This design comes from an exercise in tuning for small area and a short achievable clock period on the open sky130 flow, not from production work.
At most, simulation tests tie the RTL to the original design; equivalence was not proved.
No activity file was given, so power comes from the tool's default toggle rates.

==> inputs of run a <==
// mac
module mac
  ( input                       clk
  , input                       xrst
  , input                       out_en
  , input                       accum_we
  , input                       reset
  , input  signed [DWIDTH-1:0]  x
  , input  signed [DWIDTH-1:0]  w
  , output signed [DWIDTH-1:0]  y
  );
Settings: LEC_CHECK=0, CAP_MARGIN=20, CORE_MARGIN=2, CORE_UTILIZATION=40, SETUP_SLACK_MARGIN=2.8, SLEW_MARGIN=20; clock period 6.0 ns.
run.sh (not shown) runs the stock make flow with config.mk's settings and CLKGATE_MAP_FILE= SYNTH_SCRIPT=/design/flow/synth_recipe.tcl, a recipe that flattens the netlist after the stock synthesis.
==> inputs of run b, as changes to run a <==
--- a/flow/design.v
+++ b/flow/design.v
@@ -21,23 +21,24 @@
   always @(posedge clk) begin
     v0 <= xrst;
     v1 <= xrst & v0;
     v2 <= xrst & v1;
   end
   reg [15:0] xr;
   always @(posedge clk) xr <= x;
-  reg [7:0] neg, one, two;
-  integer i;
-  wire [16:0] we = {w, 1'b0};
-  always @(posedge clk)
-    for (i = 0; i < 8; i = i + 1) begin
-      neg[i] <= we[2*i+2];
-      one[i] <= we[2*i+1] ^ we[2*i];
-      two[i] <= (we[2*i+2] & ~we[2*i+1] & ~we[2*i]) | (~we[2*i+2] & we[2*i+1] & we[2*i]);
-    end
+  reg [15:0] wr;
+  always @(posedge clk) wr <= w;
+  wire [16:0] we = {wr, 1'b0};
+  wire [7:0] neg, one, two;
+  genvar g;
+  generate for (g = 0; g < 8; g = g + 1) begin : benc
+    assign neg[g] = we[2*g+2];
+    assign one[g] = we[2*g+1] ^ we[2*g];
+    assign two[g] = (we[2*g+2] & ~we[2*g+1] & ~we[2*g]) | (~we[2*g+2] & we[2*g+1] & we[2*g]);
+  end endgenerate
   wire [17:0] xe = {xr[15], xr, 1'b0};
   wire neg0 = neg[0];
   wire [16:0] pp0 = ({17{one[0]}} & xe[17:1] | {17{two[0]}} & xe[16:0]) ^ {17{neg[0]}};
   wire npp0 = ~pp0[16];
   wire neg1 = neg[1];
   wire [16:0] pp1 = ({17{one[1]}} & xe[17:1] | {17{two[1]}} & xe[16:0]) ^ {17{neg[1]}};
   wire npp1 = ~pp1[16];
@@ -419,24 +420,17 @@
     ra13 <= s193;
     rb13 <= c192;
     ra14 <= s195;
     rb14 <= c194;
   end
   wire [14:0] ha = {ra14, ra13, ra12, ra11, ra10, ra9, ra8, ra7, ra6, ra5, ra4, ra3, ra2, ra1, ra0};
   wire [14:0] hb = {rb14, rb13, rb12, rb11, rb10, rb9, rb8, rb7, rb6, rb5, rb4, rb3, rb2, rb1, rb0};
-  wire [15:0] phs = {ha, 1'b1} + {hb, lo_c};
-  wire [14:0] ph = phs[15:1];
+  wire [14:0] ph = ha + hb + lo_c;
   wire dec = ph[14] & lo_z;
-  wire [14:0] nz;
-  assign nz[0] = 1'b0;
-  genvar q;
-  generate for (q = 1; q < 15; q = q + 1) begin : rz
-    assign nz[q] = |ph[q-1:0];
-  end endgenerate
-  wire [15:0] rnd = {ph[14], ph ^ ({15{dec}} & ~nz)};
+  wire [15:0] rnd = {ph[14], ph - dec};
   reg [15:0] rr;
   always @(posedge clk) rr <= rnd;
   reg [15:0] acc, yr;
   always @(posedge clk)
     if (!xrst | reset)
       acc <= 0;
     else if (accum_we & v2)
==> flow/config.mk (replaced) <==
export PLATFORM = sky130hd
export DESIGN_NAME = mac
export DESIGN_NICKNAME = mac
export VERILOG_FILES = /design/flow/design.v
export SDC_FILE = /design/flow/constraint.sdc
export NUM_CORES = 4
export LEC_CHECK = 0
export ABC_CLOCK_PERIOD_IN_PS = 2500
export CAP_MARGIN = 20
export CORE_MARGIN = 2
export CORE_UTILIZATION = 40
export SETUP_SLACK_MARGIN = 3.3
export SLEW_MARGIN = 20
==> inputs of run c, as changes to run a <==
--- a/flow/design.v
+++ b/flow/design.v
@@ -266,14 +266,15 @@
   assign {c18, s17} = pp2[0] + neg2 + s5;
   assign {c20, s19} = pp2[1] + s7 + c6;
   assign {c22, s21} = s1 + s9 + c8;
   assign {c24, s23} = c2 + s11 + c10;
   wire [7:0] lo_a = {s23, s21, s19, s17, s15, neg1, pp0[1], pp0[0]};
   wire [7:0] lo_b = {c22, c20, c18, c16, c14, s13, 1'b0, neg0};
   wire [8:0] lo_sum = lo_a + lo_b;
+  wire lo_zero = &(~((lo_a ^ lo_b) ^ {lo_a[6:0] | lo_b[6:0], 1'b0}));
   assign {c26, s25} = pp0[8] + pp1[6] + pp2[4];
   assign {c28, s27} = pp3[2] + pp4[0];
   assign {c30, s29} = pp0[9] + pp1[7];
   assign {c32, s31} = pp0[10] + pp1[8] + pp2[6];
   assign {c34, s33} = pp0[11] + pp1[9];
   assign {c36, s35} = pp0[12] + pp1[10] + pp2[8];
   assign {c38, s37} = pp3[6] + pp4[4];
@@ -337,114 +338,145 @@
   assign {c154, s153} = s109 + s111 + c106;
   assign {c156, s155} = s113 + s115 + c110;
   assign {c158, s157} = s117 + s119 + c114;
   assign {c160, s159} = s121 + s123 + c118;
   assign {c162, s161} = s125 + s127 + c122;
   assign {c164, s163} = s129 + s131 + c126;
   assign {c166, s165} = s133 + s135 + c130;
-  assign {c168, s167} = s27 + s79;
-  assign {c170, s169} = c80 + s139 + c138;
-  assign {c172, s171} = c84 + s141 + c140;
-  assign {c174, s173} = c88 + s143 + c142;
-  assign {c176, s175} = c92 + s145 + c144;
-  assign {c178, s177} = c96 + s147 + c146;
-  assign {c180, s179} = c100 + s149 + c148;
-  assign {c182, s181} = c104 + s151 + c150;
-  assign {c184, s183} = c108 + s153 + c152;
-  assign {c186, s185} = c112 + s155 + c154;
-  assign {c188, s187} = c116 + s157 + c156;
-  assign {c190, s189} = c120 + s159 + c158;
-  assign {c192, s191} = c124 + s161 + c160;
-  assign {c194, s193} = c128 + s163 + c162;
-  assign {c196, s195} = c132 + s165 + c164;
   reg lo_c, lo_z;
-  reg ra0;
-  reg rb0;
-  reg ra1;
-  reg rb1;
-  reg ra2;
-  reg rb2;
-  reg ra3;
-  reg rb3;
-  reg ra4;
-  reg rb4;
-  reg ra5;
-  reg rb5;
-  reg ra6;
-  reg rb6;
-  reg ra7;
-  reg rb7;
-  reg ra8;
-  reg rb8;
-  reg ra9;
-  reg rb9;
-  reg ra10;
-  reg rb10;
-  reg ra11;
-  reg rb11;
-  reg ra12;
-  reg rb12;
-  reg ra13;
-  reg rb13;
-  reg ra14;
-  reg rb14;
+  reg t8_0;
+  reg t8_1;
+  reg t8_2;
+  reg t9_0;
+  reg t9_1;
+  reg t9_2;
+  reg t10_0;
+  reg t10_1;
+  reg t10_2;
+  reg t11_0;
+  reg t11_1;
+  reg t11_2;
+  reg t12_0;
+  reg t12_1;
+  reg t12_2;
+  reg t13_0;
+  reg t13_1;
+  reg t13_2;
+  reg t14_0;
+  reg t14_1;
+  reg t14_2;
+  reg t15_0;
+  reg t15_1;
+  reg t15_2;
+  reg t16_0;
+  reg t16_1;
+  reg t16_2;
+  reg t17_0;
+  reg t17_1;
+  reg t17_2;
+  reg t18_0;
+  reg t18_1;
+  reg t18_2;
+  reg t19_0;
+  reg t19_1;
+  reg t19_2;
+  reg t20_0;
+  reg t20_1;
+  reg t20_2;
+  reg t21_0;
+  reg t21_1;
+  reg t21_2;
+  reg t22_0;
+  reg t22_1;
+  reg t22_2;
   always @(posedge clk) begin
     lo_c <= lo_sum[8];
-    lo_z <= lo_sum[7:0] == 0;
-    ra0 <= s137;
-    rb0 <= s167;
-    ra1 <= s169;
-    rb1 <= c168;
-    ra2 <= s171;
-    rb2 <= c170;
-    ra3 <= s173;
-    rb3 <= c172;
-    ra4 <= s175;
-    rb4 <= c174;
-    ra5 <= s177;
-    rb5 <= c176;
-    ra6 <= s179;
-    rb6 <= c178;
-    ra7 <= s181;
-    rb7 <= c180;
-    ra8 <= s183;
-    rb8 <= c182;
-    ra9 <= s185;
-    rb9 <= c184;
-    ra10 <= s187;
-    rb10 <= c186;
-    ra11 <= s189;
-    rb11 <= c188;
-    ra12 <= s191;
-    rb12 <= c190;
-    ra13 <= s193;
-    rb13 <= c192;
-    ra14 <= s195;
-    rb14 <= c194;
+    lo_z <= lo_zero;
+    t8_0 <= s27;
+    t8_1 <= s79;
+    t8_2 <= s137;
+    t9_0 <= c80;
+    t9_1 <= s139;
+    t9_2 <= c138;
+    t10_0 <= c84;
+    t10_1 <= s141;
+    t10_2 <= c140;
+    t11_0 <= c88;
+    t11_1 <= s143;
+    t11_2 <= c142;
+    t12_0 <= c92;
+    t12_1 <= s145;
+    t12_2 <= c144;
+    t13_0 <= c96;
+    t13_1 <= s147;
+    t13_2 <= c146;
+    t14_0 <= c100;
+    t14_1 <= s149;
+    t14_2 <= c148;
+    t15_0 <= c104;
+    t15_1 <= s151;
+    t15_2 <= c150;
+    t16_0 <= c108;
+    t16_1 <= s153;
+    t16_2 <= c152;
+    t17_0 <= c112;
+    t17_1 <= s155;
+    t17_2 <= c154;
+    t18_0 <= c116;
+    t18_1 <= s157;
+    t18_2 <= c156;
+    t19_0 <= c120;
+    t19_1 <= s159;
+    t19_2 <= c158;
+    t20_0 <= c124;
+    t20_1 <= s161;
+    t20_2 <= c160;
+    t21_0 <= c128;
+    t21_1 <= s163;
+    t21_2 <= c162;
+    t22_0 <= c132;
+    t22_1 <= s165;
+    t22_2 <= c164;
   end
-  wire [14:0] ha = {ra14, ra13, ra12, ra11, ra10, ra9, ra8, ra7, ra6, ra5, ra4, ra3, ra2, ra1, ra0};
-  wire [14:0] hb = {rb14, rb13, rb12, rb11, rb10, rb9, rb8, rb7, rb6, rb5, rb4, rb3, rb2, rb1, rb0};
+  assign {c168, s167} = t8_0 + t8_1;
+  assign {c170, s169} = t9_0 + t9_1 + t9_2;
+  assign {c172, s171} = t10_0 + t10_1 + t10_2;
+  assign {c174, s173} = t11_0 + t11_1 + t11_2;
+  assign {c176, s175} = t12_0 + t12_1 + t12_2;
+  assign {c178, s177} = t13_0 + t13_1 + t13_2;
+  assign {c180, s179} = t14_0 + t14_1 + t14_2;
+  assign {c182, s181} = t15_0 + t15_1 + t15_2;
+  assign {c184, s183} = t16_0 + t16_1 + t16_2;
+  assign {c186, s185} = t17_0 + t17_1 + t17_2;
+  assign {c188, s187} = t18_0 + t18_1 + t18_2;
+  assign {c190, s189} = t19_0 + t19_1 + t19_2;
+  assign {c192, s191} = t20_0 + t20_1 + t20_2;
+  assign {c194, s193} = t21_0 + t21_1 + t21_2;
+  assign {c196, s195} = t22_0 + t22_1 + t22_2;
+  wire [14:0] ha = {s195, s193, s191, s189, s187, s185, s183, s181, s179, s177, s175, s173, s171, s169, t8_2};
+  wire [14:0] hb = {c194, c192, c190, c188, c186, c184, c182, c180, c178, c176, c174, c172, c170, c168, s167};
   wire [15:0] phs = {ha, 1'b1} + {hb, lo_c};
   wire [14:0] ph = phs[15:1];
   wire dec = ph[14] & lo_z;
-  wire [14:0] nz;
-  assign nz[0] = 1'b0;
-  genvar q;
-  generate for (q = 1; q < 15; q = q + 1) begin : rz
-    assign nz[q] = |ph[q-1:0];
-  end endgenerate
-  wire [15:0] rnd = {ph[14], ph ^ ({15{dec}} & ~nz)};
-  reg [15:0] rr;
-  always @(posedge clk) rr <= rnd;
+  reg [14:0] phr;
+  reg decr;
+  always @(posedge clk) begin
+    phr <= ph;
+    decr <= dec;
+  end
+  wire [15:0] q16 = {phr[14], phr};
+  wire [15:0] ts = ~(acc ^ q16);
+  wire [15:0] tc = {acc[14:0] | q16[14:0], ~decr};
+  wire [15:0] sum = ts + tc;
   reg [15:0] acc, yr;
   always @(posedge clk)
     if (!xrst | reset)
       acc <= 0;
     else if (accum_we & v2)
-      acc <= acc + rr;
+      acc <= sum;
   always @(posedge clk)
     if (!xrst)
       yr <= 0;
     else if (out_en)
       yr <= acc;
   assign y = yr;
 endmodule
==> flow/config.mk (replaced) <==
export PLATFORM = sky130hd
export DESIGN_NAME = mac
export DESIGN_NICKNAME = mac
export VERILOG_FILES = /design/flow/design.v
export SDC_FILE = /design/flow/constraint.sdc
export NUM_CORES = 4
export LEC_CHECK = 0
export CAP_MARGIN = 20
export CORE_MARGIN = 2
export CORE_UTILIZATION = 60
export CTS_BUF_LIST = sky130_fd_sc_hd__clkbuf_8
export CTS_CLUSTER_SIZE = 30
export SETUP_SLACK_MARGIN = 3.3
export SLEW_MARGIN = 20
==> notes <==
- Fmax, lowest first: run b, run a, run c.
- The lowest non-clock buffer count belongs to run c, the highest to run b.
- Sequential cell count: run c > run a > run b.
- Count of clock-buffer cells in the layout is the same in run b and run c.
- Routed wire length: run a < run c < run b.
- Combinational power: run a is lower than run b (14%).
- The lowest synthesized cell count belongs to run a, the highest to run b.
- The lowest via count belongs to run a, the highest to run b.
==> figures <==
quantity                                                           run b                  run a           run c
Fin cells                                                           1828                   1286            1266
Placeable core region                                       0.0262 sq mm           0.0225 sq mm    0.0159 sq mm
Run status                                                finished clean         finished clean  finished clean
Per-instance average area after synthesis                     7.85 sq um             9.59 sq um      9.57 sq um
Switching Fraction                                                 42.5%                  40.9%           42.8%
Biggest fanout along the worst timing path                            15                     12              16
Seq/total area                                                     16.3%                  23.7%           25.6%
WP depth                                                              11                     10              11
Yosys reg bits                                                       115                    123             138
Signal inverters                                                     107                     94             147
Routed wire length per instance                                  18.8 um                15.1 um         16.2 um
Power attributed to sequential cells                             1.09 mW                1.20 mW         1.36 mW
Vertical extent of the die                                        168 um                 155 um          132 um
Most prevalent standard cell on the critical path  sky130_fd_sc_hd__fa_1  sky130_fd_sc_hd__fa_1               -
Core utilization of the finished layout                            56.1%                  47.8%           70.2%
Tot GR Track Use                                                   23.9%                  17.2%           24.3%
Worst path setup slack after routing                             2.66 ns                2.88 ns         3.24 ns
Worst slack at placement                                         1.79 ns                2.37 ns         2.60 ns
Only the layout flow was run in run a and run b; the RTL was not checked for function there.

-- static timing again, ports no longer ideal --
The results above use ideal ports. As a check the final layouts listed here were re-extracted and re-timed, cells and wires unchanged. Step 1 sets driving cells, clkbuf_16 on the clock port and buf_2 on the other inputs (assumed; they add their load-dependent delay and slew). Step 2 moves the port delays by t, midway between the first and last clock arrival at a register: inputs arrive t later, outputs are due t later. That takes back most of the time a late clock gives input paths. a / b / c = ideal / step 1 / step 2; a / b = the first two.
| run | shift t [ns] | slack for setup (ns) | slew at the worst register clock pin (ns) |
|---|---|---|---|
| run a | 0.466 | 2.884 / 2.884 / 2.799 | 0.06 / 0.06 |
| run b | 0.478 | 2.656 / 2.656 / 2.656 | 0.07 / 0.07 |
| run c | 0.487 | 3.242 / 3.242 / 3.056 | 0.09 / 0.09 |
After both steps setup and hold are still met in every run listed. The setup slack of run c, which loses most, moves by 0.000 ns with the drivers and by -0.186 ns with both steps.
